This design comes from an exercise in tuning for small area on the open sky130 flow, not from production work. In this exercise RTL edits were held to simulation tests only and were not proved equivalent to the original. No activity file was given, so power comes from the tool's default toggle rates.

**flow/run.sh**
```bash
#!/bin/bash
# The standard layout (standard.sh), except that the synthesis step
# reads a copy of the ORFS scripts whose ABC script maps with a large delay
# relaxation (&nf -R 1000), i.e. area-oriented mapping. Registers, the
# synthesis passes around ABC and every later step are unchanged.
set -euo pipefail
HERE=$(pwd)
rm -rf "$HERE/orfs_scripts"
cp -r "$FLOW_HOME/scripts" "$HERE/orfs_scripts"
sed -i 's/^&nf$/\&nf -R 1000/' "$HERE/orfs_scripts/abc_speed.script"
cp "$HERE/orfs_scripts/abc_speed.script" "$HERE/abc_script_used.log"
bash standard.sh SCRIPTS_DIR="$HERE/orfs_scripts" synth > "$HERE/synth_make.log" 2>&1
bash standard.sh > "$HERE/layout_make.log" 2>&1
```
**standard.sh**
```bash
#!/bin/bash
# synth_recipe.tcl (not shown) runs the flow's synth.tcl, then flattens the netlist and writes it again
# the make line also repeats each setting of config.mk as NAME=value (left out here)
make -C /OpenROAD-flow-scripts/flow DESIGN_CONFIG=/design/flow/config.mk WORK_HOME=/design/flow/orfs CLKGATE_MAP_FILE= SYNTH_SCRIPT=/design/flow/synth_recipe.tcl "${@:-finish}"
```
**config.mk**
```make
export PLATFORM = sky130hd
export DESIGN_NAME = rv32i_top
export DESIGN_NICKNAME = rv32i_top
export VERILOG_FILES = /design/flow/design.v
export SDC_FILE = /design/flow/constraint.sdc
export NUM_CORES = 4
export LEC_CHECK = 0
export CAP_MARGIN = 20
export CORE_MARGIN = 2
export CORE_UTILIZATION = 50
export CTS_BUF_LIST = sky130_fd_sc_hd__clkbuf_16
export CTS_CLUSTER_DIAMETER = 100
export CTS_CLUSTER_SIZE = 20
export SLEW_MARGIN = 20
```
**constraint.sdc**
```tcl
create_clock -name core_clock -period 10.0 [get_ports {clk}]
set_input_delay 2.0000 -clock core_clock [delete_from_list [all_inputs] [get_ports {clk}]]
set_output_delay 2.0000 -clock core_clock [all_outputs]
set_load 0.01 [all_outputs]
```
**design.v**
```verilog
module instruction_decompressor(
    input  logic         decompressor_en,
    input  logic [31:0]  compressed_inst,
    output logic [31:0]  decompressed_inst
);
    logic [15:0] compressed_instr;
    assign compressed_instr = compressed_inst[15:0];
    always_comb begin
        if (!decompressor_en)
            decompressed_inst = compressed_inst;
        else begin
            case ({compressed_instr[15:13], compressed_instr[1:0]})
                5'b00000: decompressed_inst = {2'b00, compressed_instr[10:7], compressed_instr[12:11],
                                compressed_instr[5], compressed_instr[6], 2'b00,
                                5'd2, 3'b000, 2'b01, compressed_instr[4:2], 7'b0010011};
                5'b01000: decompressed_inst = {5'b00000, compressed_instr[5], compressed_instr[12:10],
                                compressed_instr[6], 2'b00, 2'b01, compressed_instr[9:7],
                                3'b010, 2'b01, compressed_instr[4:2], 7'b0000011};
                5'b11000: decompressed_inst = {5'b00000, compressed_instr[5], compressed_instr[12],
                                2'b01, compressed_instr[4:2], 2'b01, compressed_instr[9:7],
                                3'b010, compressed_instr[11:10], compressed_instr[6], 2'b00,
                                7'b0100011};
                5'b00001: begin
                    if (compressed_instr[12:2] == 11'b0)
                        decompressed_inst = {25'b0, 7'b0010011};
                    else
                        decompressed_inst = {{7{compressed_instr[12]}}, compressed_instr[6:2],
                                compressed_instr[11:7], 3'b000, compressed_instr[11:7],
                                7'b0010011};
                end
                5'b00101: decompressed_inst = {compressed_instr[12], compressed_instr[8],
                                compressed_instr[10:9], compressed_instr[6],
                                compressed_instr[7], compressed_instr[2],
                                compressed_instr[11], compressed_instr[5:3],
                                compressed_instr[12], {8{compressed_instr[12]}},
                                5'd1, 7'b1101111};
                5'b01001: decompressed_inst = {{7{compressed_instr[12]}}, compressed_instr[6:2],
                                5'd0, 3'b000, compressed_instr[11:7],
                                7'b0010011};
                5'b01101: begin
                    if (compressed_instr[11:7] == 5'd2)
                        decompressed_inst = {{3{compressed_instr[12]}}, compressed_instr[4],
                                compressed_instr[3], compressed_instr[5],
                                compressed_instr[2], compressed_instr[6], 4'b0000,
                                5'd2, 3'b000, 5'd2, 7'b0010011};
                    else
                        decompressed_inst = {{15{compressed_instr[12]}}, compressed_instr[6:2],
                                compressed_instr[11:7], 7'b0110111};
                end
                5'b10001: begin
                    if ((compressed_instr[12:10] == 3'b011) && (compressed_instr[6:5] == 2'b00))
                        decompressed_inst = {7'b0100000, 2'b01, compressed_instr[4:2],
                                2'b01, compressed_instr[9:7], 3'b000,
                                2'b01, compressed_instr[9:7], 7'b0110011};
                    else if ((compressed_instr[12:10] == 3'b011) && (compressed_instr[6:5] == 2'b01))
                        decompressed_inst = {7'b0000000, 2'b01, compressed_instr[4:2],
                                2'b01, compressed_instr[9:7], 3'b100,
                                2'b01, compressed_instr[9:7], 7'b0110011};
                    else if ((compressed_instr[12:10] == 3'b011) && (compressed_instr[6:5] == 2'b10))
                        decompressed_inst = {7'b0000000, 2'b01, compressed_instr[4:2],
                                2'b01, compressed_instr[9:7], 3'b110,
                                2'b01, compressed_instr[9:7], 7'b0110011};
                    else if ((compressed_instr[12:10] == 3'b011) && (compressed_instr[6:5] == 2'b11))
                        decompressed_inst = {7'b0000000, 2'b01, compressed_instr[4:2],
                                2'b01, compressed_instr[9:7], 3'b111,
                                2'b01, compressed_instr[9:7], 7'b0110011};
                    else if (compressed_instr[11:10] == 2'b10)
                        decompressed_inst = {{7{compressed_instr[12]}}, compressed_instr[6:2],
                                2'b01, compressed_instr[9:7], 3'b111,
                                2'b01, compressed_instr[9:7], 7'b0010011};
                    else if ((compressed_instr[12] == 1'b0) && (compressed_instr[6:2] == 5'b0))
                        decompressed_inst = 32'b0;
                    else if (compressed_instr[11:10] == 2'b00)
                        decompressed_inst = {7'b0000000, compressed_instr[6:2],
                                2'b01, compressed_instr[9:7], 3'b101,
                                2'b01, compressed_instr[9:7], 7'b0010011};
                    else
                        decompressed_inst = {7'b0100000, compressed_instr[6:2],
                                2'b01, compressed_instr[9:7], 3'b101,
                                2'b01, compressed_instr[9:7], 7'b0010011};
                end
                5'b10101: decompressed_inst = {compressed_instr[12], compressed_instr[8],
                                compressed_instr[10:9], compressed_instr[6],
                                compressed_instr[7], compressed_instr[2],
                                compressed_instr[11], compressed_instr[5:3],
                                compressed_instr[12], {8{compressed_instr[12]}},
                                5'd0, 7'b1101111};
                5'b11001: decompressed_inst = {{4{compressed_instr[12]}}, compressed_instr[6],
                                compressed_instr[5], compressed_instr[2], 5'd0,
                                2'b01, compressed_instr[9:7], 3'b000,
                                compressed_instr[11], compressed_instr[10],
                                compressed_instr[4], compressed_instr[3],
                                compressed_instr[12], 7'b1100011};
                5'b11101: decompressed_inst = {{4{compressed_instr[12]}}, compressed_instr[6],
                                compressed_instr[5], compressed_instr[2], 5'd0,
                                2'b01, compressed_instr[9:7], 3'b001,
                                compressed_instr[11], compressed_instr[10],
                                compressed_instr[4], compressed_instr[3],
                                compressed_instr[12], 7'b1100011};
                5'b00010: decompressed_inst = {7'b0000000, compressed_instr[6:2],
                                compressed_instr[11:7], 3'b001,
                                compressed_instr[11:7], 7'b0010011};
                5'b01010: decompressed_inst = {4'b0000, compressed_instr[3:2],
                                compressed_instr[12], compressed_instr[6:4],
                                2'b0, 5'd2, 3'b010,
                                compressed_instr[11:7], 7'b0000011};
                5'b11010: decompressed_inst = {4'b0000, compressed_instr[8:7],
                                compressed_instr[12], compressed_instr[6:2],
                                5'd2, 3'b010, compressed_instr[11:9],
                                2'b00, 7'b0100011};
                5'b10010: begin
                    if (compressed_instr[6:2] == 5'd0) begin
                        if (compressed_instr[12] && (compressed_instr[11:7] != 5'b0))
                            decompressed_inst = {12'b0, compressed_instr[11:7], 3'b000,
                                   5'd1, 7'b1100111};
                        else
                            decompressed_inst = {12'b0, compressed_instr[11:7], 3'b000,
                                   5'd0, 7'b1100111};
                    end else if (compressed_instr[11:7] != 5'b0) begin
                        if (compressed_instr[12] == 1'b0)
                            decompressed_inst = {7'b0000000, compressed_instr[6:2],
                                   5'd0, 3'b000, compressed_instr[11:7],
                                   7'b0110011};
                        else
                            decompressed_inst = {7'b0000000, compressed_instr[6:2],
                                   compressed_instr[11:7], 3'b000,
                                   compressed_instr[11:7], 7'b0110011};
                    end else begin
                        decompressed_inst = 32'b0;
                    end
                end
                default: decompressed_inst = compressed_inst;
            endcase
        end
    end
endmodule
module rv32i_top #(
    parameter DMEM_DEPTH = 1024,
    parameter IMEM_DEPTH = 1024
)(
    input  logic        clk,
    input  logic        reset_n,
    output logic [31:0] mem_addr_mem,
    output logic [31:0] mem_wdata_mem,
    output logic        mem_write_mem,
    output logic [2:0]  mem_op_mem,
    input  logic [31:0] mem_rdata_mem,
    output logic        mem_read_mem,
    output logic [31:0] current_pc,
    input  logic [31:0] inst,
    input  logic        stall_pipl,
    output logic        if_id_reg_en,
    input  logic        timer_int
);
    logic load_hazard, pc_sel_mem, trap_taken, mret_mem, hold_pc;
    logic flush;
    assign flush        = pc_sel_mem | trap_taken | mret_mem;
    assign if_id_reg_en = ~(stall_pipl | load_hazard);
    logic pipe_en;
    assign pipe_en      = ~stall_pipl;
    logic [31:0] pc, pc_plus_4, trap_pc, pc_jump_mem;
    logic [31:1] mepc;
    logic        ecall_mem;
    logic [31:2] mtvec_hi;
    logic        v_mie, v_mtvec, v_mscratch, v_mepc, v_mcause;
    logic        mie7_g;
    logic [31:2] mtvec_g;
    logic [31:1] mepc_g;
    assign pc_plus_4 = {pc[31:2] + 30'd1, pc[1:0]};
    assign trap_pc   = {mtvec_g + (ecall_mem ? 30'd11 : 30'd7), 2'b00};
    always_ff @(posedge clk or negedge reset_n) begin
        if (!reset_n)
            pc <= 32'hfffff000;
        else if ((if_id_reg_en | trap_taken | mret_mem) & ~hold_pc) begin
            if (trap_taken)      pc <= trap_pc;
            else if (mret_mem)   pc <= {mepc_g, 1'b0};
            else if (pc_sel_mem) pc <= pc_jump_mem;
            else                 pc <= pc_plus_4;
        end
    end
    assign current_pc = pc;
    logic        en_ff, clr_ff;
    logic [31:0] inst_ff, raw;
    logic        z_if, h_if;
    always_ff @(posedge clk or negedge reset_n) begin
        if (!reset_n) begin
            en_ff   <= 1'b0;
            clr_ff  <= 1'b0;
            z_if    <= 1'b1;
            h_if    <= 1'b0;
            inst_ff <= 32'h0;
        end else begin
            en_ff  <= if_id_reg_en;
            clr_ff <= flush;
            if (flush)             z_if <= 1'b1;
            else if (if_id_reg_en) begin
                z_if <= 1'b0;
                h_if <= hold_pc;
            end
            if (flush)             inst_ff <= 32'h00000013;
            else if (en_ff)        inst_ff <= inst;
        end
    end
    assign raw = en_ff ? inst : inst_ff;
    localparam logic [1:0] S_NORMAL = 2'd0, S_SECOND16 = 2'd1, S_SPLIT32 = 2'd2;
    logic [1:0]  cstate, cstate_nx;
    logic        v_inst;
    logic [15:0] saved_upper;
    logic        lower_c, upper_c;
    assign lower_c = v_inst & (raw[1:0]   != 2'b11);
    assign upper_c = v_inst & (raw[17:16] != 2'b11);
    always_ff @(posedge clk or negedge reset_n) begin
        if (!reset_n) begin
            cstate      <= S_NORMAL;
            v_inst      <= 1'b0;
        end else begin
            v_inst      <= 1'b1;
            cstate      <= cstate_nx;
        end
    end
    always_ff @(posedge clk) begin
        saved_upper <= raw[31:16];
    end
    logic        is_comp;
    logic [31:0] dec_in, corrected_pc;
    logic [1:0]  pc_off;    
    always_comb begin
        cstate_nx    = S_NORMAL;
        hold_pc      = 1'b0;
        is_comp      = 1'b0;
        dec_in       = raw;
        pc_off       = 2'd0;
        case (cstate)
            S_NORMAL: begin
                if (lower_c) begin
                    is_comp = 1'b1;
                    dec_in  = {16'b0, raw[15:0]};
                    if (upper_c) begin
                        cstate_nx = S_SECOND16;
                        hold_pc   = 1'b1;
                    end else
                        cstate_nx = S_SPLIT32;
                end
            end
            S_SECOND16: begin
                is_comp      = 1'b1;
                dec_in       = {16'b0, saved_upper};
                pc_off       = 2'd1;
            end
            S_SPLIT32: begin
                dec_in       = {raw[15:0], saved_upper};
                pc_off       = {en_ff, 1'b0};
                if (upper_c) begin
                    cstate_nx = S_SECOND16;
                    hold_pc   = 1'b1;
                end
            end
            default: ;
        endcase
    end
    assign corrected_pc = pc + (pc_off[1] ? 32'hFFFF_FFFC : {30'b0, pc_off[0], 1'b0});
    logic [31:0] inst_if;
    instruction_decompressor decomp (
        .decompressor_en  (is_comp),
        .compressed_inst  (dec_in),
        .decompressed_inst(inst_if)
    );
    logic [31:0] pc_id, inst_id;
    logic [3:0]  lk_if, lk_id;
    assign lk_if = {z_if, cstate == S_SECOND16,
                    2'(((cstate == S_SPLIT32) & en_ff)) + 2'(h_if)};
    logic nz_id;
    always_ff @(posedge clk or negedge reset_n) begin
        if (!reset_n) begin
            nz_id   <= 1'b0;
            inst_id <= 32'h0;
        end else if (flush | clr_ff) begin
            nz_id   <= 1'b0;
            inst_id <= 32'h0;
        end else if (if_id_reg_en) begin
            nz_id   <= (corrected_pc != 32'd0);
            inst_id <= inst_if;
        end
    end
    always_ff @(posedge clk)
        if (if_id_reg_en & ~(flush | clr_ff)) begin
            lk_id <= lk_if;
            pc_id <= corrected_pc;
        end
    logic [6:0] opcode_id;
    logic [2:0] f3_id;
    logic [4:0] rs1_id, rs2_id;
    assign opcode_id = inst_id[6:0];
    assign f3_id     = inst_id[14:12];
    assign rs1_id    = inst_id[19:15];
    assign rs2_id    = inst_id[24:20];
    logic is_sys_id, mret_id, ecall_id, csr_id;
    assign is_sys_id = (opcode_id == 7'b1110011);
    assign mret_id   = is_sys_id & (f3_id == 3'b000) & (inst_id[31:20] == 12'h302);
    assign ecall_id  = is_sys_id & (f3_id == 3'b000) & (inst_id[31:20] == 12'h000);
    assign csr_id    = is_sys_id & (f3_id != 3'b000);
    logic rw_id, mw_id, m2r_id, br_id, src_id, jump_id, lui_id, auipc_id, jal_id, rtype_id;
    logic [1:0] aop_id;
    always_comb begin
        rw_id = 0; mw_id = 0; m2r_id = 0; br_id = 0; src_id = 0; jump_id = 0;
        lui_id = 0; auipc_id = 0; jal_id = 0; rtype_id = 0; aop_id = 2'b00;
        case (opcode_id)
            7'b0110011: begin rw_id = 1; aop_id = 2'b11; rtype_id = 1; end
            7'b0010011: begin rw_id = 1; aop_id = 2'b01; src_id = 1; end
            7'b1100111: begin rw_id = 1; src_id = 1; jump_id = 1; end
            7'b0000011: begin rw_id = 1; m2r_id = 1; src_id = 1; end
            7'b0100011: begin mw_id = 1; src_id = 1; end
            7'b1100011: begin aop_id = 2'b10; br_id = 1; end
            7'b1101111: begin rw_id = 1; src_id = 1; jump_id = 1; jal_id = 1; end
            7'b0110111: begin rw_id = 1; src_id = 1; lui_id = 1; end
            7'b0010111: begin rw_id = 1; src_id = 1; auipc_id = 1; end
            7'b1110011: begin rw_id = csr_id; end
            default: ;
        endcase
    end
    logic [4:0]  rd_wb;
    logic        rw_wb;
    logic [31:0] wdata_wb;
    logic [31:1][31:0] rf;
    logic [31:1]       rf_valid;
    logic [31:1]       rf_we;
    always_comb begin
        for (int i = 1; i < 32; i++)
            rf_we[i] = rw_wb & (rd_wb == i[4:0]);
    end
    always_ff @(posedge clk or negedge reset_n) begin
        if (!reset_n)
            rf_valid <= '0;
        else
            rf_valid <= rf_valid | rf_we;
    end
    always_ff @(posedge clk) begin
        for (int i = 1; i < 32; i++)
            if (rf_we[i]) rf[i] <= wdata_wb;
    end
    logic [4:0]  rs2_exe;
    logic [31:0] rf_rd1, rf_rd2;
    always_comb begin
        rf_rd1 = '0;
        rf_rd2 = '0;
        for (int i = 1; i < 32; i++) begin
            rf_rd1 = rf_rd1 | ({32{rf_valid[i] & (rs1_id == i[4:0])}} & rf[i]);
            rf_rd2 = rf_rd2 | ({32{rf_valid[i] & (rs2_exe == i[4:0])}} & rf[i]);
        end
    end
    logic fwd1_id;
    assign fwd1_id = rw_wb & (rs1_id == rd_wb) & (rd_wb != 5'd0);
    logic [31:0] rdata1_id;
    assign rdata1_id = fwd1_id ? wdata_wb : rf_rd1;
    logic        m2r_exe;
    logic [4:0]  rd_exe;
    assign load_hazard = m2r_exe & (rd_exe != 5'd0) &
                         (((rd_exe == rs1_id) & ~(auipc_id | lui_id)) |
                          ((rd_exe == rs2_id) & (rtype_id | br_id)));
    logic [31:0] pc_exe, rdata1_exe;
    logic [3:0]  lk_exe;
    logic [31:7] ir_exe;
    logic rw_exe, mw_exe, br_exe, src_exe, jump_exe, lui_exe, auipc_exe, jal_exe;
    logic csel_exe, csr_exe, mret_exe, ecall_exe, nz_exe;
    logic [1:0] aop_exe;
    always_ff @(posedge clk) begin
        if (flush | load_hazard) begin
            rdata1_exe <= '0; ir_exe <= '0;
        end else if (pipe_en) begin
            rdata1_exe <= rdata1_id; ir_exe <= inst_id[31:7];
        end
        if (pipe_en & ~(flush | load_hazard)) begin
            lk_exe <= lk_id;
            pc_exe <= pc_id;
        end
    end
    always_ff @(posedge clk or negedge reset_n) begin
        if (!reset_n) begin
            nz_exe <= 1'b0;
            rw_exe <= 0; mw_exe <= 0; m2r_exe <= 0; br_exe <= 0; src_exe <= 0; jump_exe <= 0;
            lui_exe <= 0; auipc_exe <= 0; jal_exe <= 0; aop_exe <= '0;
            csel_exe <= 0; csr_exe <= 0; mret_exe <= 0; ecall_exe <= 0;
        end else if (flush | load_hazard) begin
            nz_exe <= 1'b0;
            rw_exe <= 0; mw_exe <= 0; m2r_exe <= 0; br_exe <= 0; src_exe <= 0; jump_exe <= 0;
            lui_exe <= 0; auipc_exe <= 0; jal_exe <= 0; aop_exe <= '0;
            csel_exe <= 0; csr_exe <= 0; mret_exe <= 0; ecall_exe <= 0;
        end else if (pipe_en) begin
            nz_exe <= nz_id;
            rw_exe <= rw_id; mw_exe <= mw_id; m2r_exe <= m2r_id; br_exe <= br_id; src_exe <= src_id;
            jump_exe <= jump_id; lui_exe <= lui_id; auipc_exe <= auipc_id; jal_exe <= jal_id;
            aop_exe <= aop_id;
            csel_exe <= csr_id & f3_id[2]; csr_exe <= csr_id; mret_exe <= mret_id; ecall_exe <= ecall_id;
        end
    end
    logic [4:0] rs1_exe;
    logic [2:0] f3_exe;
    assign rs1_exe = ir_exe[19:15];
    assign rs2_exe = ir_exe[24:20];
    assign rd_exe  = ir_exe[11:7];
    assign f3_exe  = ir_exe[14:12];
    logic [31:0] imm_exe;
    logic u_t, i_t;
    assign u_t = lui_exe | auipc_exe;
    assign i_t = ~(jal_exe | br_exe | mw_exe | u_t);
    assign imm_exe[0]     = (ir_exe[20] & i_t) | (ir_exe[7] & mw_exe);
    assign imm_exe[4:1]   = ((ir_exe[24:21] & {4{jal_exe | i_t}}) | (ir_exe[11:8] & {4{br_exe | mw_exe}})) & ~{4{u_t}};
    assign imm_exe[10:5]  = ir_exe[30:25] & ~{6{u_t}};
    assign imm_exe[11]    = (ir_exe[20] & jal_exe) | (ir_exe[7] & br_exe) | (ir_exe[31] & (i_t | mw_exe));
    assign imm_exe[19:12] = (u_t | jal_exe) ? ir_exe[19:12] : {8{ir_exe[31]}};
    assign imm_exe[30:20] = u_t ? ir_exe[30:20] : {11{ir_exe[31]}};
    assign imm_exe[31]    = ir_exe[31];
    logic [4:0]  rd_mem;
    logic        rw_mem;
    logic [31:0] result_mem;
    logic [31:0] a_raw, a_fwd, b_fwd;
    assign a_raw = csel_exe ? {27'b0, rs1_exe} : rdata1_exe;
    always_comb begin
        if (rw_mem & (rs1_exe == rd_mem) & (rd_mem != 5'd0))     a_fwd = result_mem;
        else if (rw_wb & (rs1_exe == rd_wb) & (rd_wb != 5'd0))   a_fwd = wdata_wb;
        else                                                    a_fwd = a_raw;
        if (rw_mem & (rs2_exe == rd_mem) & (rd_mem != 5'd0))     b_fwd = result_mem;
        else if (rw_wb & (rs2_exe == rd_wb) & (rd_wb != 5'd0))   b_fwd = wdata_wb;
        else                                                    b_fwd = rf_rd2;
    end
    logic [31:0] op1, op2;
    assign op1 = auipc_exe ? pc_exe : a_fwd;
    assign op2 = src_exe ? imm_exe : b_fwd;
    logic [3:0] actl;
    always_comb begin
        case (aop_exe)
            2'b11: actl = {ir_exe[30], f3_exe};
            2'b01: actl = {(f3_exe == 3'b101) & ir_exe[30], f3_exe};
            2'b10: actl = f3_exe[2] ? 4'd2 : 4'd8;
            default: actl = 4'd0;
        endcase
    end
    logic [31:0] alu_out;
    logic [31:0] sum;
    logic        sub, cout;
    assign sub = actl[3] | (actl[3:1] == 3'b001);
    assign {cout, sum} = {1'b0, op1} + {1'b0, op2 ^ {32{sub}}} + {32'b0, sub};
    logic        shl;
    logic [31:0] sh_in, sh_out, sh_rev;
    assign shl = (actl == 4'd1);
    always_comb
        for (int i = 0; i < 32; i++) sh_in[i] = shl ? op1[31 - i] : op1[i];
    assign sh_out = 32'($signed({(actl == 4'd13) & op1[31], sh_in}) >>> op2[4:0]);
    always_comb
        for (int i = 0; i < 32; i++) sh_rev[i] = sh_out[31 - i];
    always_comb begin
        case (actl)
            4'd0, 4'd8: alu_out = sum;
            4'd2, 4'd3: alu_out = {31'b0, ~cout};
            4'd1:       alu_out = sh_rev;
            4'd5, 4'd13: alu_out = sh_out;
            4'd4:       alu_out = op1 ^ op2;
            4'd6:       alu_out = op1 | op2;
            4'd7:       alu_out = op1 & op2;
            default:    alu_out = 32'd0;
        endcase
    end
    logic [31:0] pc_jump_exe, result_exe;
    assign pc_jump_exe = ((~jal_exe & jump_exe) ? a_fwd : pc_exe) + imm_exe;
    logic [31:0] lk_off, pc4_exe;
    assign lk_off  = lk_exe[2] ? (lk_exe[0] ? 32'd2 : 32'hFFFF_FFFE) : {28'b0, lk_exe[1:0], 2'b00};
    assign pc4_exe = lk_exe[3] ? 32'd0 : pc_exe + lk_off;
    assign result_exe  = lui_exe ? imm_exe : (jump_exe ? pc4_exe : alu_out);
    logic [2:0] csel_code_exe;
    always_comb begin
        case (ir_exe[31:20])
            12'h300: csel_code_exe = 3'd1;
            12'h304: csel_code_exe = 3'd2;
            12'h305: csel_code_exe = 3'd3;
            12'h340: csel_code_exe = 3'd4;
            12'h341: csel_code_exe = 3'd5;
            12'h342: csel_code_exe = 3'd6;
            12'h344: csel_code_exe = 3'd7;
            default: csel_code_exe = 3'd0;
        endcase
    end
    logic [31:0] x_exe, x_mem;
    logic [4:0]  rs2_mem;
    logic [2:0]  f3_mem, ccode_mem;
    logic mw_mem, m2r_mem, br_mem, jump_mem, zero_mem, csr_mem, nz_mem;
    logic [31:0] last_pc;    
    assign x_exe = csr_exe ? ((rs1_exe == rd_mem) ? result_mem : rdata1_exe)
                 : (mw_exe ? b_fwd : pc_jump_exe);
    always_ff @(posedge clk) begin
        if (pipe_en & ~flush) begin
            result_mem <= result_exe; x_mem <= x_exe;
            rs2_mem <= rs2_exe; rd_mem <= rd_exe; f3_mem <= f3_exe;
            ccode_mem <= csel_code_exe; zero_mem <= (alu_out == 32'd0);
        end
    end
    always_ff @(posedge clk or negedge reset_n) begin
        if (!reset_n) begin
            rw_mem <= 0; mw_mem <= 0; m2r_mem <= 0; br_mem <= 0; jump_mem <= 0;
            csr_mem <= 0; mret_mem <= 0; ecall_mem <= 0; nz_mem <= 0;
            last_pc <= '0;
        end else if (flush) begin
            rw_mem <= 0; mw_mem <= 0; m2r_mem <= 0; br_mem <= 0; jump_mem <= 0;
            csr_mem <= 0; mret_mem <= 0; ecall_mem <= 0; nz_mem <= 0;
        end else if (pipe_en) begin
            rw_mem <= rw_exe; mw_mem <= mw_exe; m2r_mem <= m2r_exe; br_mem <= br_exe;
            jump_mem <= jump_exe; csr_mem <= csr_exe; mret_mem <= mret_exe; ecall_mem <= ecall_exe;
            nz_mem <= nz_exe;
            if (nz_exe) last_pc <= pc_exe;
        end
    end
    assign mem_addr_mem  = result_mem;
    assign mem_op_mem    = f3_mem;
    assign mem_write_mem = mw_mem;
    assign mem_read_mem  = m2r_mem;
    assign mem_wdata_mem = (rw_wb & (rs2_mem == rd_wb) & (rd_wb != 5'd0)) ? wdata_wb : x_mem;
    assign pc_jump_mem   = x_mem;
    logic cmp;
    always_comb begin
        case (f3_mem)
            3'd0, 3'd3, 3'd5, 3'd7: cmp = zero_mem;
            default:                cmp = ~zero_mem;
        endcase
    end
    assign pc_sel_mem = (br_mem & cmp) | jump_mem;
    logic [31:0] mstatus, mie, mscratch, mcause;
    assign mie7_g  = v_mie & mie[7];
    assign mtvec_g = v_mtvec ? mtvec_hi : 30'd0;
    assign mepc_g  = v_mepc ? mepc : 31'd0;
    logic [1:0]  mtvec_lo;
    logic        mip7;
    logic [31:0] csr_wdata, csr_rdata;
    assign csr_wdata = x_mem;
    always_comb begin
        case (ccode_mem)
            3'd1: csr_rdata = mstatus;
            3'd2: csr_rdata = v_mie ? mie : 32'd0;
            3'd3: csr_rdata = v_mtvec ? {mtvec_hi, mtvec_lo} : 32'd0;
            3'd4: csr_rdata = v_mscratch ? mscratch : 32'd0;
            3'd5: csr_rdata = {mepc_g, 1'b0};
            3'd6: csr_rdata = v_mcause ? mcause : 32'd0;
            3'd7: csr_rdata = {24'b0, mip7, 7'b0};
            default: csr_rdata = 32'h0;
        endcase
    end
    function automatic [31:0] csr_upd(input [31:0] old, input [2:0] op, input [31:0] wd);
        case (op)
            3'b001:  csr_upd = wd;
            3'b010:  csr_upd = old | wd;
            3'b011:  csr_upd = old & ~wd;
            default: csr_upd = old;
        endcase
    endfunction
    logic [31:0] csr_new;
    assign csr_new = csr_upd(csr_rdata, f3_mem, csr_wdata);
    assign trap_taken = (mstatus[3] & mip7 & mie7_g & ~mret_mem) | ecall_mem;
    logic trap_upd, csr_wr;
    assign trap_upd = !nz_mem && trap_taken;
    assign csr_wr   = csr_mem && (f3_mem == 3'b001 || f3_mem == 3'b010 || f3_mem == 3'b011);
    always_ff @(posedge clk or negedge reset_n) begin
        if (!reset_n) begin
            mstatus <= '0; mip7 <= 1'b0;
            v_mie <= 1'b0; v_mtvec <= 1'b0; v_mscratch <= 1'b0; v_mepc <= 1'b0; v_mcause <= 1'b0;
        end else begin
            mip7 <= timer_int;
            if (mret_mem) begin
                mstatus[3] <= mstatus[7];
                mstatus[7] <= 1'b1;
            end
            if (trap_upd) begin
                v_mepc     <= 1'b1;
                v_mcause   <= 1'b1;
                mstatus[7] <= mstatus[3];
                mstatus[3] <= 1'b0;
                mip7       <= 1'b0;
            end
            if (csr_wr) begin
                case (ccode_mem)
                    3'd1: mstatus    <= csr_new;
                    3'd2: v_mie      <= 1'b1;
                    3'd3: v_mtvec    <= 1'b1;
                    3'd4: v_mscratch <= 1'b1;
                    3'd5: v_mepc     <= 1'b1;
                    3'd6: v_mcause   <= 1'b1;
                    default: ;
                endcase
            end
        end
    end
    always_ff @(posedge clk) begin
        if (trap_upd) begin
            mepc   <= last_pc[31:1];
            mcause <= ecall_mem ? 32'd11 : 32'h80000007;
        end
        if (csr_wr) begin
            case (ccode_mem)
                3'd2: mie      <= csr_new;
                3'd3: {mtvec_hi, mtvec_lo} <= csr_new;
                3'd4: mscratch <= csr_new;
                3'd5: mepc     <= csr_new[31:1];
                3'd6: mcause   <= csr_new;
                default: ;
            endcase
        end
    end
    logic [31:0] val_wb;
    logic        m2r_wb;
    always_ff @(posedge clk or negedge reset_n) begin
        if (!reset_n) begin
            rw_wb <= 0; m2r_wb <= 0;
        end else if (pipe_en) begin
            rw_wb <= rw_mem; m2r_wb <= m2r_mem;
        end
    end
    always_ff @(posedge clk)
        if (pipe_en) begin
            rd_wb  <= rd_mem;
            val_wb <= csr_mem ? csr_rdata : result_mem;
        end
    assign wdata_wb = m2r_wb ? mem_rdata_mem : val_wb;
endmodule
```
==> results of run 1 <==
-- final cells by class --
cell class              count  area (µm²)  area share [%]
flip-flops and latches   1645       46900            50.4
multi-input cells        5244       35700            38.4
repair buffers            467        4070            4.37
well taps                2218        2780            2.98
clock buffers              95        2380            2.55
inverters                 207         777           0.835
clock inverters            69         407           0.437
diodes                     16        40.0          0.0430
-- logic make-up after synthesis --
kind of cell,Yosys count
xor+xnor,216
compound gates,2468
simple gates,2057
other cells,1
fa+ha+maj,202
buf+inv,810
flops,1645
mux,300
-- power groups by stage --
stage               registers (W)  logic, W  clock network [W]
global placement           0.0101    0.0101                  0
finish                     0.0101    0.0108            0.00417
floorplan                 0.00925   0.00594                  0
global route               0.0100    0.0111            0.00439
CTS                       0.00994    0.0102            0.00416
detailed placement         0.0101    0.0102                  0
-- critical path: cells and delay by family, from the launching register on --
family,cells,cell delay (ns)
flip-flops,1,0.64
multiplexers,1,0.28
XOR/XNOR,1,0.20
AND/OR/NAND/NOR,12,2.48
AO/OA/AOI/OAI,22,4.59
buffers and inverters,3,0.72
adder cells (fa/ha/maj),1,0.28
-- routing by layer --
layer / vias to the layer above / GRT usage (%)
li1: 29800 / -
met3: 1972 / 20.1
met1: 37000 / 61.9
met5: - / 0.889
met2: 7370 / 64.9
met4: 36 / 28.2
-- how the worst min path moves through the flow --
stage / from / end / depth (start not counted)
after CTS: pc_id[1] / pc_exe[1] / 0
after global routing: pc_id[2] / pc_exe[2] / 0
final: pc_id[3] / pc_exe[3] / 0
after detailed placement: pc_id[1] / pc_exe[1] / 0
after floorplan: lk_id[0] / lk_exe[0] / 0
after global placement: pc_id[0] / pc_exe[0] / 0
-- per-stage QoR --
step | hold slack [ns] | util, % | power (W)
global placement | 0.402 | 53.3 | 0.0202
CTS | 0.425 | 54.9 | 0.0243
detailed placement | 0.405 | 53.3 | 0.0203
finish | 0.424 | 55.0 | 0.0250
floorplan | 0.400 | - | 0.0152
global route | 0.430 | 55.0 | 0.0256
-- state kept, by name, summed over array words and instances, names as in the netlist, 31 cells and up --
register	count
mepc	31
pc_exe	32
result_mem	32
x_mem	32
inst_ff	32
last_pc	31
mstatus	32
rf_valid	31
val_wb	32
rdata1_exe	32
rf	992
mscratch	32
pc	32
mcause	32
mie	32
inst_id	32
pc_id	32
-- placed cells by master (no fill, tap or decap), types with 110 or more instances in the layout --
cell	instances
nor2_1	635
dfxtp_1	133
a22oi_1	376
nand3_1	209
a221oi_1	336
dfrtp_1	203
a22o_1	289
xor2_1	110
buf_4	287
inv_1	257
ha_1	197
nand4_1	119
mux2i_1	170
edfxtp_1	1278
a21oi_1	436
a211oi_1	144
nand2_1	483
clkdlybuf4s50_1	167
nor3_1	124
o21ai_0	367
mux2_2	125
-- what timing repair did --
action                                  in CTS  in global routing
resized for setup                            0                  2
hold buffers                                 0                  0
endpoints found under the setup margin       0                  2
==> results_dict.tcl, run 1 <==
set metrics [dict create \
    synthSimpleGateAreaFrac_pct 11.4 \
    io_buffers 169 \
    r2r-start "ir_exe[20]" \
    layout-drive-gt1-share_pct 10.3 \
    drv_slew 0 \
    floorplan.initialDensity_pct 50.3 \
    route.met2.wl_um 166000 \
    maxCapViolCount 0 \
    core_mm2 0.169 \
    top_layer_used "met5" \
    vias 76200 \
    routed-wl-met3_um 71200 \
    cp-endpoint "result_mem[30]" \
    period_minus_slack_ns 9.48 \
    htreeDepth 3 \
    synth-adder-area-share_pct 3.00 \
    m1WireLength_um 150000 \
    synth_warnings 2 \
    critPathSlowestCell "and3_2" \
    worstPathMaxFanout 23 \
    clockRootBuffer "clkbuf_16" \
    crit_required_ns 10.54 \
    tns_ns 0 \
    power.switching_w 0.0111 \
    drtAntennaViolNets 0 \
    async_flop_share_pct 14.0 \
    start_kind "flop" \
    crit_path_end_kind "flop" \
    synth_top_family_by_area "compound AO/OA/AOI/OAI gates" \
    yosysTopAreaCell "edfxtp_1" \
    synth_edf_count 1278 \
    hold_path_class "reg -> reg" \
    grt_pass1_wl_um 572000 \
    setup_ws_ns 0.519 \
    die_h_um 417 \
    drt_iter0_drc 17800 \
    share_seq_of_total_power_pct 40.3 \
    antenna_found_initial 35 \
    ys_top_cells_by_area "edfxtp_1 45%, dfrtp_1 6.2%, a221oi_1 3.5%, a22oi_1 3.3%, dfxtp_1 3.2%" \
    cts_buffers 94 \
    reg2reg_depth 40 \
    synth-seq-cells 1645 \
    max-slew-margin-rel_pct 10.7 \
    clkTransAtPathRegs_ns 0.09 \
    dp_hpwl_um 275000 \
    irDropWorstVdd_mv 0.267 \
    power_density_mw_per_mm2 269 \
    drc 0 \
    critPathLaunch "ir_exe[20]" \
    ys_top_cells_by_count "1,278 x edfxtp_1, 674 x nor2_1, 506 x clkbuf_1" \
    post-place-ws_ns 0.285 \
    post_dp_cell_area_mm2 0.0902 \
    p_int_w 0.0139 \
    leakage_nw 33.7 \
    grt_pass1_vias 69700 \
    regToRegEndpoint "result_mem[30]" \
    p_clk_share_pct 16.7 \
    yosysMostFrequentCell "edfxtp_1" \
    clock_latency_ns 0.82 \
    layout.nets 7928 \
    seq_area_frac_synth_pct 55.1 \
    wire_per_inst_um 42.5 \
    regToRegSetupSlack_ns 0.52 \
    final_cell_area_mm2 0.0931 \
    hold_viol 0 \
    numClockSinks 1645 \
    n_fill_cell 14600 \
    wl_um 424000 \
    combPwrFrac_pct 43.0 \
    finalSetupViolations 0 \
    clock_path_buffers 3 \
    fin_cells 9961 \
    arrival_ns 10.02 \
    placed_cells 9781 \
    max_freq_mhz 105 \
    final.setup_skew_ns 0.0731 \
    synth-xor-area-share_pct 2.22 \
    drtPass1Iterations 22 \
    num_rows 151 \
    synth_cell_types 109 \
    num_io_pins 170 \
    area_growth_pct 9.33 \
    syn_area_per_cell_um2 11.1 \
    status "complete, no violations" \
    rsz0062_at_grt "no" \
    dieArea_mm2 0.174 \
    post_drt_via_cell_ratio 7.65 \
    ys.flop_type "edfxtp_1" \
    cpPeakStageDelay_ns 0.74 \
    swShare_pct 44.4 \
    criticalPathCategory "reg -> reg" \
    fp.dieW_um 417 \
    grt_max_degree 127 \
    synth_area_mm2 0.0852 \
    period_share_pct 94.8 \
    gr-total-overflow 0 \
    synth_top_area_share_pct 45.1 \
    post_cts_buffers 0 \
    place_congestion 1.05 \
    cp_common_cell "a21oi_1" \
    synth_mux_area_share_pct 3.78 \
    tightest_slew_ns 1.33 \
    syn_inst 7699 \
    track_usage_pct 47.3 \
    synth-compound-area-share_pct 20.8 \
    tritoncts "built" \
]
==> run 2: changes to the inputs <==
--- a/design.v
+++ b/design.v
@@ -1,2 +1,24 @@
+module rf_aoi222 (
+    input  logic a0, b0, a1, b1, a2, b2,
+    output logic y
+);
+    assign y = ~((a0 & b0) | (a1 & b1) | (a2 & b2));
+endmodule
+module rf_read_bit (
+    input  logic [32:0] sel,
+    input  logic [32:0] d,
+    output logic        q
+);
+    logic [10:0] y;
+    for (genvar k = 0; k < 11; k++) begin : g
+        rf_aoi222 u (
+            .a0(sel[3*k]),   .b0(d[3*k]),
+            .a1(sel[3*k+1]), .b1(d[3*k+1]),
+            .a2(sel[3*k+2]), .b2(d[3*k+2]),
+            .y(y[k])
+        );
+    end
+    assign q = ~&y;
+endmodule
 module instruction_decompressor(
     input  logic         decompressor_en,
@@ -340,17 +362,31 @@
     end
     logic [4:0]  rs2_exe;
-    logic [31:0] rf_rd1, rf_rd2;
+    logic [31:0] rdata1_id, rf_rd2;
+    logic        fwd1_id;
+    assign fwd1_id  = rw_wb & (rs1_id == rd_wb) & (rd_wb != 5'd0);
+    logic [32:0] rf_sel1, rf_sel2;    
     always_comb begin
-        rf_rd1 = '0;
-        rf_rd2 = '0;
+        rf_sel1 = '0;
+        rf_sel2 = '0;
+        rf_sel1[0]  = fwd1_id;
         for (int i = 1; i < 32; i++) begin
-            rf_rd1 = rf_rd1 | ({32{rf_valid[i] & (rs1_id == i[4:0])}} & rf[i]);
-            rf_rd2 = rf_rd2 | ({32{rf_valid[i] & (rs2_exe == i[4:0])}} & rf[i]);
+            rf_sel1[i] = rf_valid[i] & (rs1_id == i[4:0]) & ~fwd1_id;
+            rf_sel2[i] = rf_valid[i] & (rs2_exe == i[4:0]);
         end
     end
-    logic fwd1_id;
-    assign fwd1_id = rw_wb & (rs1_id == rd_wb) & (rd_wb != 5'd0);
-    logic [31:0] rdata1_id;
-    assign rdata1_id = fwd1_id ? wdata_wb : rf_rd1;
+    for (genvar b = 0; b < 32; b++) begin : rf_rd
+        logic [32:0] col1, col2;
+        always_comb begin
+            col1 = '0;
+            col2 = '0;
+            for (int i = 1; i < 32; i++) begin
+                col1[i] = rf[i][b];
+                col2[i] = rf[i][b];
+            end
+            col1[0]  = wdata_wb[b];
+        end
+        rf_read_bit port1 (.sel(rf_sel1), .d(col1), .q(rdata1_id[b]));
+        rf_read_bit port2 (.sel(rf_sel2), .d(col2), .q(rf_rd2[b]));
+    end
     logic        m2r_exe;
     logic [4:0]  rd_exe;
@@ -484,5 +520,7 @@
     logic [2:0]  f3_mem, ccode_mem;
     logic mw_mem, m2r_mem, br_mem, jump_mem, zero_mem, csr_mem, nz_mem;
-    logic [31:0] last_pc;    
+    logic [31:0] last_pc;
+    always_ff @(posedge clk)
+        if (pipe_en & ~flush & nz_exe) last_pc <= pc_exe;
     assign x_exe = csr_exe ? ((rs1_exe == rd_mem) ? result_mem : rdata1_exe)
                  : (mw_exe ? b_fwd : pc_jump_exe);
@@ -498,5 +536,4 @@
             rw_mem <= 0; mw_mem <= 0; m2r_mem <= 0; br_mem <= 0; jump_mem <= 0;
             csr_mem <= 0; mret_mem <= 0; ecall_mem <= 0; nz_mem <= 0;
-            last_pc <= '0;
         end else if (flush) begin
             rw_mem <= 0; mw_mem <= 0; m2r_mem <= 0; br_mem <= 0; jump_mem <= 0;
@@ -506,5 +543,4 @@
             jump_mem <= jump_exe; csr_mem <= csr_exe; mret_mem <= mret_exe; ecall_mem <= ecall_exe;
             nz_mem <= nz_exe;
-            if (nz_exe) last_pc <= pc_exe;
         end
     end
==> run.sh (new file) <==
#!/bin/bash
# synth_recipe.tcl (not shown) runs the flow's synth.tcl, then flattens the netlist and writes it again
# the make line also repeats each setting of config.mk as NAME=value (left out here)
make -C /OpenROAD-flow-scripts/flow DESIGN_CONFIG=/design/flow/config.mk WORK_HOME=/design/flow/orfs CLKGATE_MAP_FILE= SYNTH_SCRIPT=/design/flow/synth_recipe.tcl finish
--- a/config.mk
+++ b/config.mk
@@ -13,2 +13,4 @@
 export CTS_CLUSTER_SIZE = 20
 export SLEW_MARGIN = 20
+export SYNTH_HIERARCHICAL = 1
+export SYNTH_MINIMUM_KEEP_SIZE = 0
removed: flow/run.sh
removed: standard.sh
==> results_dict.tcl, run 2 <==
set metrics [dict create \
    status "complete, no violations" \
    p_int_w 0.0131 \
    final.setup_skew_ns 0.0461 \
    rsz0062_at_grt "no" \
    dieArea_mm2 0.174 \
    hold_path_end "pc_exe[7]" \
    post_cts_buffers 0 \
    power_density_mw_per_mm2 239 \
    wl_um 397000 \
    share_seq_of_total_power_pct 42.4 \
    ys.flop_type "edfxtp_1" \
    tightest_slew_ns 1.36 \
    p_clk_share_pct 18.4 \
    irDropWorstVdd_mv 0.169 \
    largest_reg_flops 992 \
    cp_common_cell "nor2_1" \
    max-slew-margin-rel_pct 9.46 \
    syn_area_per_cell_um2 11.2 \
    start_kind "flop" \
    post_drt_via_cell_ratio 7.41 \
    crit_path_end_kind "flop" \
    largest_register "rf" \
    drc 0 \
    clock_path_buffers 3 \
    crit_required_ns 10.65 \
    drtAntennaViolNets 0 \
    leakage_nw 34.9 \
    grt_pass1_vias 70700 \
    fp.dieW_um 418 \
    core_mm2 0.170 \
    htreeDepth 3 \
    yosysTopAreaCell "edfxtp_1" \
    combPwrFrac_pct 39.2 \
    track_usage_pct 44.3 \
    drtPass1Iterations 14 \
    layout_common_cells "1,309 x edfxtp_1, 717 x nand2_1, 717 x a222oi_1" \
    wire_per_inst_um 38.2 \
    arrival_ns 9.86 \
    layout_commonest_cell "edfxtp_1" \
    min_from "pc_id[7]" \
    reg2reg_depth 26 \
    r2r-start "ir_exe[23]" \
    layout.nets 8307 \
    cts_buffers 95 \
    grt_max_degree 129 \
    clkTransAtPathRegs_ns 0.09 \
    regToRegSetupSlack_ns 0.80 \
    dp_hpwl_um 273000 \
    ys_top_cells_by_area "edfxtp_1 46%, a222oi_1 8.4%, dfrtp_1 5.2%, dfxtp_1 3.2%, nand2_1 3.2%" \
    num_io_pins 170 \
    criticalPathCategory "reg -> reg" \
    drt_iter0_drc 17000 \
    die_h_um 418 \
    synth_cell_types 112 \
    async_flop_share_pct 12.2 \
    swShare_pct 42.4 \
    holdPathStages 0 \
    synth_edf_count 1309 \
    hold_path_class "reg -> reg" \
    clock_latency_ns 0.80 \
    hold_viol 0 \
    vias 77000 \
    drv_slew 0 \
    finalPower_w 0.0228 \
    cts_hold_buf 0 \
    num_rows 151 \
    yosysMostFrequentCell "edfxtp_1" \
    tritoncts "built" \
    grt_pass1_wl_um 548000 \
    max_freq_mhz 109 \
    seq_area_frac_synth_pct 55.0 \
    post_cts_resize_count 0 \
    cpPeakStageDelay_ns 0.95 \
    power.switching_w 0.00967 \
    io_buffers 169 \
    period_minus_slack_ns 9.20 \
    regToRegEndpoint "zero_mem" \
    maxCapViolCount 0 \
    synth_warnings 8 \
    antenna_found_initial 57 \
    layout-drive-gt1-share_pct 8.84 \
    clockRootBuffer "clkbuf_16" \
    cp_top_family "simple AND/OR/NAND/NOR gates" \
    floorplan.initialDensity_pct 50.4 \
    finalSetupViolations 0 \
    tns_ns 0 \
    worstPathMaxFanout 15 \
    critPathSlowestCell "and3_1" \
    syn_inst 7651 \
    period_share_pct 92.0 \
    gr-total-overflow 0 \
    synth_area_mm2 0.0855 \
    area_growth_pct 11.3 \
    synth-seq-cells 1645 \
    ys_top_cells_by_count "1,309 x edfxtp_1, 719 x nand2_1, 717 x a222oi_1" \
    synth_top_area_share_pct 46.0 \
    place_congestion 1.08 \
    numClockSinks 1645 \
    cp_num_buf_inv 1 \
]
==> run 2: metrics by stage <==
step	utilization (%)	setup WS, ns	std cells	instance area [µm²]	hold WS [ns]
2_1_floorplan	-	2.79	7842	86200	0.400
3_3_place_gp	54.3	1.29	10200	92100	0.400
3_5_place_dp	54.3	1.36	10200	92200	0.405
4_1_cts	56.0	1.33	10300	95000	0.422
5_1_grt	56.1	0.622	10400	95100	0.432
6_report	56.1	0.796	10400	95200	0.424
==> run 2: worst max path at each step <==
stage / startpoint / end / slack [ns] / cells after the start
after detailed placement: ir_exe[23] / zero_mem / 1.36 / 26
after CTS: ir_exe[23] / zero_mem / 1.33 / 26
after global placement: mem_rdata_mem[1] / zero_mem / 1.29 / 16
after global routing: ir_exe[23] / zero_mem / 0.62 / 26
final: ir_exe[23] / zero_mem / 0.80 / 26
after floorplan: mem_rdata_mem[3] / result_mem[21] / 2.79 / 20
==> run 2: power groups by stage <==
stage | Clock (W) | Combinational, W | Sequential [W]
after floorplan | 0 | 0.00465 | 0.00912
after global placement | 0 | 0.00845 | 0.00970
after detailed placement | 0 | 0.00848 | 0.00971
after CTS | 0.00420 | 0.00852 | 0.00956
after global routing | 0.00444 | 0.00924 | 0.00964
final | 0.00419 | 0.00894 | 0.00965
==> run 2: layout make-up <==
| cell class | count | area [µm²] |
|---|---|---|
| timing repair buffer | 499 | 4200 |
| tap | 2218 | 2780 |
| sequential | 1645 | 47100 |
| fill | 14600 | 74500 |
| clock inverter | 81 | 444 |
| inverter | 234 | 878 |
| clock buffer | 97 | 2430 |
| antenna | 54 | 135 |
| multi-input combinational | 5568 | 37300 |
==> run 2: kinds of logic (layout without fill, tap and decap cells) <==
kind of cell,after synthesis,after routing,share of synthesized area (%)
mux,253,253,3.04
compound gates,2342,2342,21.0
simple gates,2362,2362,12.9
fa+ha+maj,196,196,2.90
buf+inv,629,911,2.84
xor+xnor,222,222,2.27
flops,1645,1645,55.0
other cells,2,247,0.00878
==> run 2: per-layer routing <==
metal	vias to the layer above	share of wire, %	GRT usage [%]
met5	-	0.049	0
met4	30	9.2	32.7
met3	1291	13	11.0
met2	6437	43	65.3
met1	37700	35	56.6
li1	31600	-	-
==> run 2: per-module statistics from Yosys (local to each module, per instance) <==
module                    times used  area (µm²)
rv32i_top                          1       75500
rf_aoi222                        704        10.0
instruction_decompressor           1        1470
rf_read_bit                       64        23.8
==> run 3: changes to the inputs <==
==> flow/run.sh (new file) <==
#!/bin/bash
# The standard layout (standard.sh) with two changes:
#  - the synthesis step reads a copy of the ORFS scripts whose ABC script
#    maps with a large delay relaxation (&nf -R 1000), i.e. area-oriented;
#    registers and the synthesis passes around ABC are unchanged;
#  - the port buffers that placement inserts on every input and output are
#    the smallest buffer (buf_1) instead of the default cell; the resizer
#    may still size them up.
set -euo pipefail
HERE=$(pwd)
rm -rf "$HERE/orfs_scripts"
cp -r "$FLOW_HOME/scripts" "$HERE/orfs_scripts"
sed -i 's/^&nf$/\&nf -R 1000/' "$HERE/orfs_scripts/abc_speed.script"
cp "$HERE/orfs_scripts/abc_speed.script" "$HERE/abc_script_used.log"
bash standard.sh SCRIPTS_DIR="$HERE/orfs_scripts" synth > "$HERE/synth_make.log" 2>&1
export BUFFER_PORTS_ARGS="-buffer_cell sky130_fd_sc_hd__buf_1"
bash standard.sh > "$HERE/layout_make.log" 2>&1
==> standard.sh (new file) <==
#!/bin/bash
# synth_recipe.tcl (not shown) runs the flow's synth.tcl, then flattens the netlist and writes it again
# the make line also repeats each setting of config.mk as NAME=value (left out here)
make -C /OpenROAD-flow-scripts/flow DESIGN_CONFIG=/design/flow/config.mk WORK_HOME=/design/flow/orfs CLKGATE_MAP_FILE= SYNTH_SCRIPT=/design/flow/synth_recipe.tcl "${@:-finish}"
removed: run.sh
==> results_dict.tcl, run 3 <==
set metrics [dict create \
    p_int_w 0.0127 \
    yosysTopAreaCell "edfxtp_1" \
    num_rows 150 \
    wl_um 370000 \
    post_dp_cell_area_mm2 0.0891 \
    cp_top_family "compound AO/OA/AOI/OAI gates" \
    hold_viol 0 \
    irDropWorstVdd_mv 0.164 \
    crit_path_end_kind "flop" \
    clockRootBuffer "clkbuf_16" \
    cts_hold_buf 0 \
    layout.nets 8028 \
    r2r-start "ir_exe[24]" \
    drtPass1Iterations 13 \
    tns_ns 0 \
    largest_register "rf" \
    gr-total-overflow 0 \
    synth_area_mm2 0.0836 \
    area_growth_pct 10.2 \
    maxCapViolCount 0 \
    reg2reg_depth 35 \
    arrival_ns 9.96 \
    synth_cell_types 103 \
    syn_area_per_cell_um2 11.3 \
    power.switching_w 0.00901 \
    regToRegSetupSlack_ns 0.55 \
    hold_path_class "reg -> reg" \
    numClockSinks 1645 \
    clock_latency_ns 0.82 \
    seq_area_frac_synth_pct 56.3 \
    largest_reg_flops 992 \
    tightest_slew_ns 1.31 \
    cp_num_buf_inv 2 \
    core_mm2 0.167 \
    cts_buffers 96 \
    antenna_found_initial 23 \
    wire_per_inst_um 36.8 \
    vias 72500 \
    grt_max_degree 127 \
    layout_common_cells "1,309 x edfxtp_1, 719 x a222oi_1, 684 x nor2_1" \
    layout-drive-gt1-share_pct 8.89 \
    synth_top_area_share_pct 47.0 \
    drc 0 \
    max_freq_mhz 106 \
    drt_iter0_drc 16000 \
    post-place-ws_ns 0.882 \
    track_usage_pct 42.1 \
    yosysMostFrequentCell "edfxtp_1" \
    clkTransAtPathRegs_ns 0.10 \
    drv_slew 0 \
    final_cell_area_mm2 0.0921 \
    synth-seq-cells 1645 \
    criticalPathCategory "reg -> reg" \
    layout_commonest_cell "edfxtp_1" \
    critPathSlowestCell "o21ai_0" \
    grt_pass1_wl_um 506000 \
    period_share_pct 94.5 \
    htreeDepth 3 \
    fp.dieW_um 413 \
    post_cts_buffers 0 \
    cp.depth 35 \
    rsz0062_at_grt "no" \
    synth_warnings 8 \
    die_h_um 413 \
    post_cts_resize_count 0 \
    drtAntennaViolNets 0 \
    regToRegEndpoint "result_mem[30]" \
    final.setup_skew_ns 0.0623 \
    cp_common_cell "a21oi_1" \
    power_density_mw_per_mm2 236 \
    combPwrFrac_pct 36.1 \
    ys_top_cells_by_area "edfxtp_1 47%, a222oi_1 8.6%, dfrtp_1 5.4%, dfxtp_1 3.3%, nor2_1 3.3%" \
    tritoncts "built" \
    cp-endpoint "result_mem[30]" \
    ys.flop_type "edfxtp_1" \
    ys_top_cells_by_count "1,309 x edfxtp_1, 725 x nor2_1, 719 x a222oi_1" \
    status "complete, no violations" \
    period_minus_slack_ns 9.45 \
    synth_edf_count 1309 \
    max-slew-margin-rel_pct 11.7 \
    crit_required_ns 10.50 \
    cpPeakStageDelay_ns 0.83 \
    clock_path_buffers 3 \
    place_congestion 1.04 \
    syn_inst 7371 \
    dp_hpwl_um 254000 \
    worst_hold_slack_ns 0.420 \
    post_drt_via_cell_ratio 7.20 \
    leakage_nw 33.4 \
    share_seq_of_total_power_pct 44.3 \
    worstPathMaxFanout 21 \
    num_io_pins 170 \
    swShare_pct 41.5 \
    finalSetupViolations 0 \
    setup_ws_ns 0.545 \
    async_flop_share_pct 12.2 \
    grt_pass1_vias 65500 \
    critPathLaunch "ir_exe[24]" \
    start_kind "flop" \
    dieArea_mm2 0.171 \
    io_buffers 169 \
    floorplan.initialDensity_pct 50.2 \
    p_clk_share_pct 19.6 \
]
[run 3: metal layers]
layer | global-route usage, % | share of wire, % | vias to the layer above
li1 | - | - | 30200
met1 | 57.8 | 38 | 35600
met2 | 59.7 | 41 | 5752
met3 | 14.1 | 15 | 855
met4 | 20.2 | 5.7 | 4
met5 | 0 | 0.0065 | -
[run 3: through the flow]
stage / utilization [%] / cells / total power [W]
after floorplan: - / 7562 / 0.0134
after global placement: 53.5 / 9869 / 0.0171
after detailed placement: 53.5 / 9869 / 0.0172
after CTS: 55.3 / 10100 / 0.0213
after global routing: 55.3 / 10100 / 0.0223
final: 55.3 / 10100 / 0.0217
[run 3: how the worst min path moves through the flow]
stage,start,cells after the start,end
after floorplan,lk_id[0],0,lk_exe[0]
after CTS,pc_id[28],0,pc_exe[28]
final,pc_id[31],0,pc_exe[31]
after global placement,pc_id[8],0,pc_exe[8]
after detailed placement,pc_id[28],0,pc_exe[28]
after global routing,pc_id[1],0,pc_exe[1]
[run 3: final cells by class]
class,instances,area [µm²]
fill,14400,74500
multi-input combinational,5328,35600
inverter,217,815
clock inverter,84,514
antenna,8,20.0
sequential,1645,47100
timing repair buffer,476,2960
tap,2204,2760
clock buffer,98,2450
[run 3: Yosys stat by module, one instance, submodules excluded]
module,copies in the design,flops+latches,cells inside
rv32i_top,1,1645,6161
instruction_decompressor,1,0,250
rf_read_bit,64,0,4
rf_aoi222,704,0,1
[run 3: power by group through the flow]
stage                     Sequential [W]  Combinational, W  Clock, W
after floorplan                  0.00912           0.00430         0
after CTS                        0.00954           0.00749   0.00428
final                            0.00962           0.00784   0.00426
after detailed placement         0.00969           0.00746         0
after global placement           0.00968           0.00743         0
after global routing             0.00961           0.00819   0.00450
[run 3: logic make-up (layout without fill, tap and decap cells)]
kind of cell	after synthesis	in the layout	synth area share (%)
compound gates	2244	2244	20.0
flops	1645	1645	56.3
simple gates	2175	2175	12.0
buf+inv	589	875	2.68
mux	296	296	3.65
xor+xnor	224	224	2.35
other cells	2	201	0.00898
fa+ha+maj	196	196	2.97
==> run 4: changes to the inputs <==
--- a/design.v
+++ b/design.v
@@ -1,2 +1,27 @@
+module aoi22_cell (
+    input  logic a0, b0, a1, b1,
+    output logic y
+);
+    assign y = ~((a0 & b0) | (a1 & b1));
+endmodule
+module onehot3_bit (
+    input  logic [2:0] s,
+    input  logic [2:0] d,
+    output logic       q
+);
+    logic y;
+    rf_aoi222 u (.a0(s[0]), .b0(d[0]), .a1(s[1]), .b1(d[1]), .a2(s[2]), .b2(d[2]), .y(y));
+    assign q = ~y;
+endmodule
+module onehot4_bit (
+    input  logic [3:0] s,
+    input  logic [3:0] d,
+    output logic       q
+);
+    logic y0, y1;
+    aoi22_cell u0 (.a0(s[0]), .b0(d[0]), .a1(s[1]), .b1(d[1]), .y(y0));
+    aoi22_cell u1 (.a0(s[2]), .b0(d[2]), .a1(s[3]), .b1(d[3]), .y(y1));
+    assign q = ~(y0 & y1);
+endmodule
 module rf_aoi222 (
     input  logic a0, b0, a1, b1, a2, b2,
@@ -452,11 +477,14 @@
     logic [31:0] a_raw, a_fwd, b_fwd;
     assign a_raw = csel_exe ? {27'b0, rs1_exe} : rdata1_exe;
-    always_comb begin
-        if (rw_mem & (rs1_exe == rd_mem) & (rd_mem != 5'd0))     a_fwd = result_mem;
-        else if (rw_wb & (rs1_exe == rd_wb) & (rd_wb != 5'd0))   a_fwd = wdata_wb;
-        else                                                    a_fwd = a_raw;
-        if (rw_mem & (rs2_exe == rd_mem) & (rd_mem != 5'd0))     b_fwd = result_mem;
-        else if (rw_wb & (rs2_exe == rd_wb) & (rd_wb != 5'd0))   b_fwd = wdata_wb;
-        else                                                    b_fwd = rf_rd2;
+    logic [2:0] a_sel, b_sel;
+    assign a_sel[0] = rw_mem & (rs1_exe == rd_mem) & (rd_mem != 5'd0);
+    assign a_sel[1] = ~a_sel[0] & rw_wb & (rs1_exe == rd_wb) & (rd_wb != 5'd0);
+    assign a_sel[2] = ~a_sel[0] & ~a_sel[1];
+    assign b_sel[0] = rw_mem & (rs2_exe == rd_mem) & (rd_mem != 5'd0);
+    assign b_sel[1] = ~b_sel[0] & rw_wb & (rs2_exe == rd_wb) & (rd_wb != 5'd0);
+    assign b_sel[2] = ~b_sel[0] & ~b_sel[1];
+    for (genvar b = 0; b < 32; b++) begin : fwd_mux
+        onehot3_bit ma (.s(a_sel), .d({a_raw[b],  wdata_wb[b], result_mem[b]}), .q(a_fwd[b]));
+        onehot3_bit mb (.s(b_sel), .d({rf_rd2[b], wdata_wb[b], result_mem[b]}), .q(b_fwd[b]));
     end
     logic [31:0] op1, op2;
@@ -502,5 +530,9 @@
     assign lk_off  = lk_exe[2] ? (lk_exe[0] ? 32'd2 : 32'hFFFF_FFFE) : {28'b0, lk_exe[1:0], 2'b00};
     assign pc4_exe = lk_exe[3] ? 32'd0 : pc_exe + lk_off;
-    assign result_exe  = lui_exe ? imm_exe : (jump_exe ? pc4_exe : alu_out);
+    logic [2:0] r_sel;
+    assign r_sel = {~lui_exe & ~jump_exe, ~lui_exe & jump_exe, lui_exe};
+    for (genvar b = 0; b < 32; b++) begin : res_mux
+        onehot3_bit mr (.s(r_sel), .d({alu_out[b], pc4_exe[b], imm_exe[b]}), .q(result_exe[b]));
+    end
     logic [2:0] csel_code_exe;
     always_comb begin
@@ -523,6 +555,11 @@
     always_ff @(posedge clk)
         if (pipe_en & ~flush & nz_exe) last_pc <= pc_exe;
-    assign x_exe = csr_exe ? ((rs1_exe == rd_mem) ? result_mem : rdata1_exe)
-                 : (mw_exe ? b_fwd : pc_jump_exe);
+    logic [3:0] x_sel;
+    logic       x_fwd;
+    assign x_fwd = (rs1_exe == rd_mem);
+    assign x_sel = {~csr_exe & ~mw_exe, ~csr_exe & mw_exe, csr_exe & ~x_fwd, csr_exe & x_fwd};
+    for (genvar b = 0; b < 32; b++) begin : x_mux
+        onehot4_bit mx (.s(x_sel), .d({pc_jump_exe[b], b_fwd[b], rdata1_exe[b], result_mem[b]}), .q(x_exe[b]));
+    end
     always_ff @(posedge clk) begin
         if (pipe_en & ~flush) begin
==> results_dict.tcl, run 4 <==
set metrics [dict create \
    status "complete, no violations" \
    place_congestion 1.01 \
    post_cts_resize_count 0 \
    dieArea_mm2 0.166 \
    syn_area_per_cell_um2 12.1 \
    synth-seq-cells 1645 \
    core_mm2 0.162 \
    hold_path_class "reg -> reg" \
    max_freq_mhz 105 \
    cts_buffers 95 \
    min_from "pc_id[20]" \
    crit_path_end_kind "flop" \
    maxCapViolCount 0 \
    io_buffers 169 \
    r2r-start "ir_exe[23]" \
    power_density_mw_per_mm2 222 \
    period_minus_slack_ns 9.54 \
    grt_max_degree 71 \
    layout_commonest_cell "edfxtp_1" \
    yosysMostFrequentCell "edfxtp_1" \
    die_h_um 408 \
    async_flop_share_pct 12.2 \
    criticalPathCategory "reg -> reg" \
    floorplan.initialDensity_pct 50.2 \
    largest_register "rf" \
    yosysTopAreaCell "edfxtp_1" \
    synth_warnings 8 \
    wire_per_inst_um 36.6 \
    rsz0062_at_grt "no" \
    ys.flop_type "edfxtp_1" \
    tightest_slew_ns 1.17 \
    vias 68800 \
    arrival_ns 10.08 \
    drtAntennaViolNets 0 \
    ys_top_cells_by_area "edfxtp_1 48%, a222oi_1 10%, dfrtp_1 5.5%, dfxtp_1 3.3%, ha_1 3.0%" \
    layout-drive-gt1-share_pct 10.5 \
    clkTransAtPathRegs_ns 0.09 \
    gr-total-overflow 0 \
    period_share_pct 95.4 \
    ys_top_cells_by_count "1,309 x edfxtp_1, 833 x a222oi_1, 517 x nand2_1" \
    drv_slew 0 \
    cts_hold_buf 0 \
    irDropWorstVdd_mv 0.165 \
    crit_required_ns 10.55 \
    post_drt_via_cell_ratio 7.30 \
    finalSetupViolations 0 \
    cp_common_cell "a21oi_1" \
    final_util_pct 55.3 \
    clock_path_buffers 3 \
    largest_reg_flops 992 \
    drtPass1Iterations 13 \
    layout.nets 7428 \
    synth_top_area_share_pct 48.3 \
    final.setup_skew_ns 0.103 \
    grt_pass1_vias 64500 \
    numClockSinks 1645 \
    synth_area_mm2 0.0814 \
    grt_pass1_wl_um 480000 \
    clockRootBuffer "clkbuf_16" \
    n_fill_cell 13900 \
    fp.dieW_um 408 \
    wl_um 345000 \
    leakage_nw 32.5 \
    drc 0 \
    seq_area_frac_synth_pct 57.8 \
    layout_common_cells "1,309 x edfxtp_1, 833 x a222oi_1, 516 x nand2_1" \
    cpPeakStageDelay_ns 0.57 \
    synth_cell_types 95 \
    hold_viol 0 \
    max-slew-margin-rel_pct 21.2 \
    dp_hpwl_um 231000 \
    drt_iter0_drc 15500 \
    tns_ns 0 \
    cp_num_buf_inv 4 \
    worstPathMaxFanout 19 \
    tritoncts "built" \
    antenna_found_initial 24 \
    clock_latency_ns 0.79 \
    critPathLaunch "ir_exe[23]" \
    critPathSlowestCell "or4_1" \
    area_growth_pct 10.3 \
    post_cts_buffers 0 \
    num_io_pins 170 \
    start_kind "flop" \
    track_usage_pct 40.0 \
    htreeDepth 3 \
    finalPower_w 0.0199 \
    syn_inst 6725 \
    num_rows 148 \
    cp_top_family "simple AND/OR/NAND/NOR gates" \
    synth_edf_count 1309 \
]
## run 4: cell types whose count changed after synthesis, sizes merged, moves of 105 or more
cell | previous run | this run
a21oi | 393 | 261
a222oi | 719 | 833
mux2i | 227 | 81
nand2 | 630 | 520
nor2 | 727 | 513
o21ai | 458 | 353
## run 4: logic make-up (layout without fill, tap and decap cells)
kind of cell               count (synthesis)  count (layout)  synth area share [%]
AOI/OAI and AO/OA                       2067            2067                  20.5
and+or+nand+nor                         1829            1829                  10.8
DFF                                     1645            1645                  57.8
buffers and inverters                    543             864                  2.55
xor gates and xnor gates                 222             222                  2.39
muxes                                    220             220                  2.93
adders and majority gates                197             197                  3.06
other                                      2             202               0.00923
## run 4: path summary, 6_finish.rpt
kind / cells after the start / slack (ns) / end
min in group asynchronous: 1 / 1.27 / mstatus[26]
min reg2reg: 0 / 0.42 / pc_exe[20]
min: 0 / 0.42 / pc_exe[20]
max reg2reg: 36 / 0.46 / zero_mem
max: 36 / 0.46 / zero_mem
max in group asynchronous: 3 / 6.43 / en_ff
## run 4: per-module statistics from Yosys, one instance, submodules excluded
| module | copies in the design | cells | flops+latches |
|---|---|---|---|
| rv32i_top | 1 | 5227 | 1645 |
| instruction_decompressor | 1 | 250 | 0 |
| rf_read_bit | 64 | 4 | 0 |
| aoi22_cell | 64 | 1 | 0 |
| rf_aoi222 | 800 | 1 | 0 |
| onehot3_bit | 96 | 1 | 0 |
| onehot4_bit | 32 | 1 | 0 |
## run 4: metrics by stage
stage | worst slack, ns | hold WS (ns) | std cells | cell area, µm²
after floorplan | 0.569 | 0.400 | 6916 | 82200
after global placement | 0.807 | 0.403 | 9241 | 86900
after detailed placement | 0.782 | 0.405 | 9242 | 86900
after CTS | 0.662 | 0.425 | 9412 | 89700
after global routing | 0.0293 | 0.429 | 9412 | 89800
final | 0.462 | 0.424 | 9421 | 89800
## run 4: where the power goes
part           switching (W)  total (W)  leakage, nW  internal (W)
clock network        0.00238    0.00417         1.61       0.00179
logic                0.00427    0.00629         15.3       0.00202
registers            0.00103    0.00948         15.6       0.00845
total                0.00767     0.0199         32.5        0.0123
## run 4: layer usage
layer  up-vias  global-route usage [%]  part of all wire (%)
li1      28300                       -                     -
met3       910                    10.8                    14
met5         -                  0.0575                 0.027
met1     34100                    54.1                    37
met2      5397                    59.6                    43
met4        14                    19.6                   5.7
## run 4: final cells by class
class | instances | area (µm²) | share of cell area, %
sequential | 1645 | 47100 | 52.4
multi-input combinational | 4728 | 33500 | 37.3
tap | 2175 | 2720 | 3.03
timing repair buffer | 436 | 2640 | 2.94
clock buffer | 97 | 2430 | 2.70
inverter | 258 | 970 | 1.08
clock inverter | 73 | 429 | 0.478
antenna | 9 | 22.5 | 0.0251

separate check: timing with driven ports:
In the flow no input, the clock included, has a driving cell. The finished layouts below were timed again as built, in two steps. Step 1: set_driving_cell puts a clkbuf_16 on clk and a buf_2 on each other input, an assumption about the parent block. Step 2 times the ports against the registers' clock, not the clock port: input delays grow and output delays shrink by t, the midpoint of the rising clock arrivals with the driver on. a / b / c = ideal / step 1 / step 2; a / b = the first two.
| run | t, ns | setup WS [ns] | clock arrival spread, ns | slew at the worst register clock pin (ns) |
|---|---|---|---|---|
| run 1 | 0.878 | 0.519 / 0.519 / 0.105 | 0.076 / 0.076 | 0.11 / 0.11 |
| run 2 | 0.873 | 0.796 / 0.796 / 0.796 | 0.048 / 0.048 | 0.10 / 0.10 |
| run 3 | 0.875 | 0.545 / 0.545 / 0.545 | 0.067 / 0.067 | 0.10 / 0.10 |
| run 4 | 0.834 | 0.462 / 0.462 / 0.462 | 0.102 / 0.102 | 0.10 / 0.10 |
After both steps every run listed still meets setup and hold. The setup slack of run 1, which loses most, moves by 0.000 ns with the drivers and by -0.414 ns with both steps.
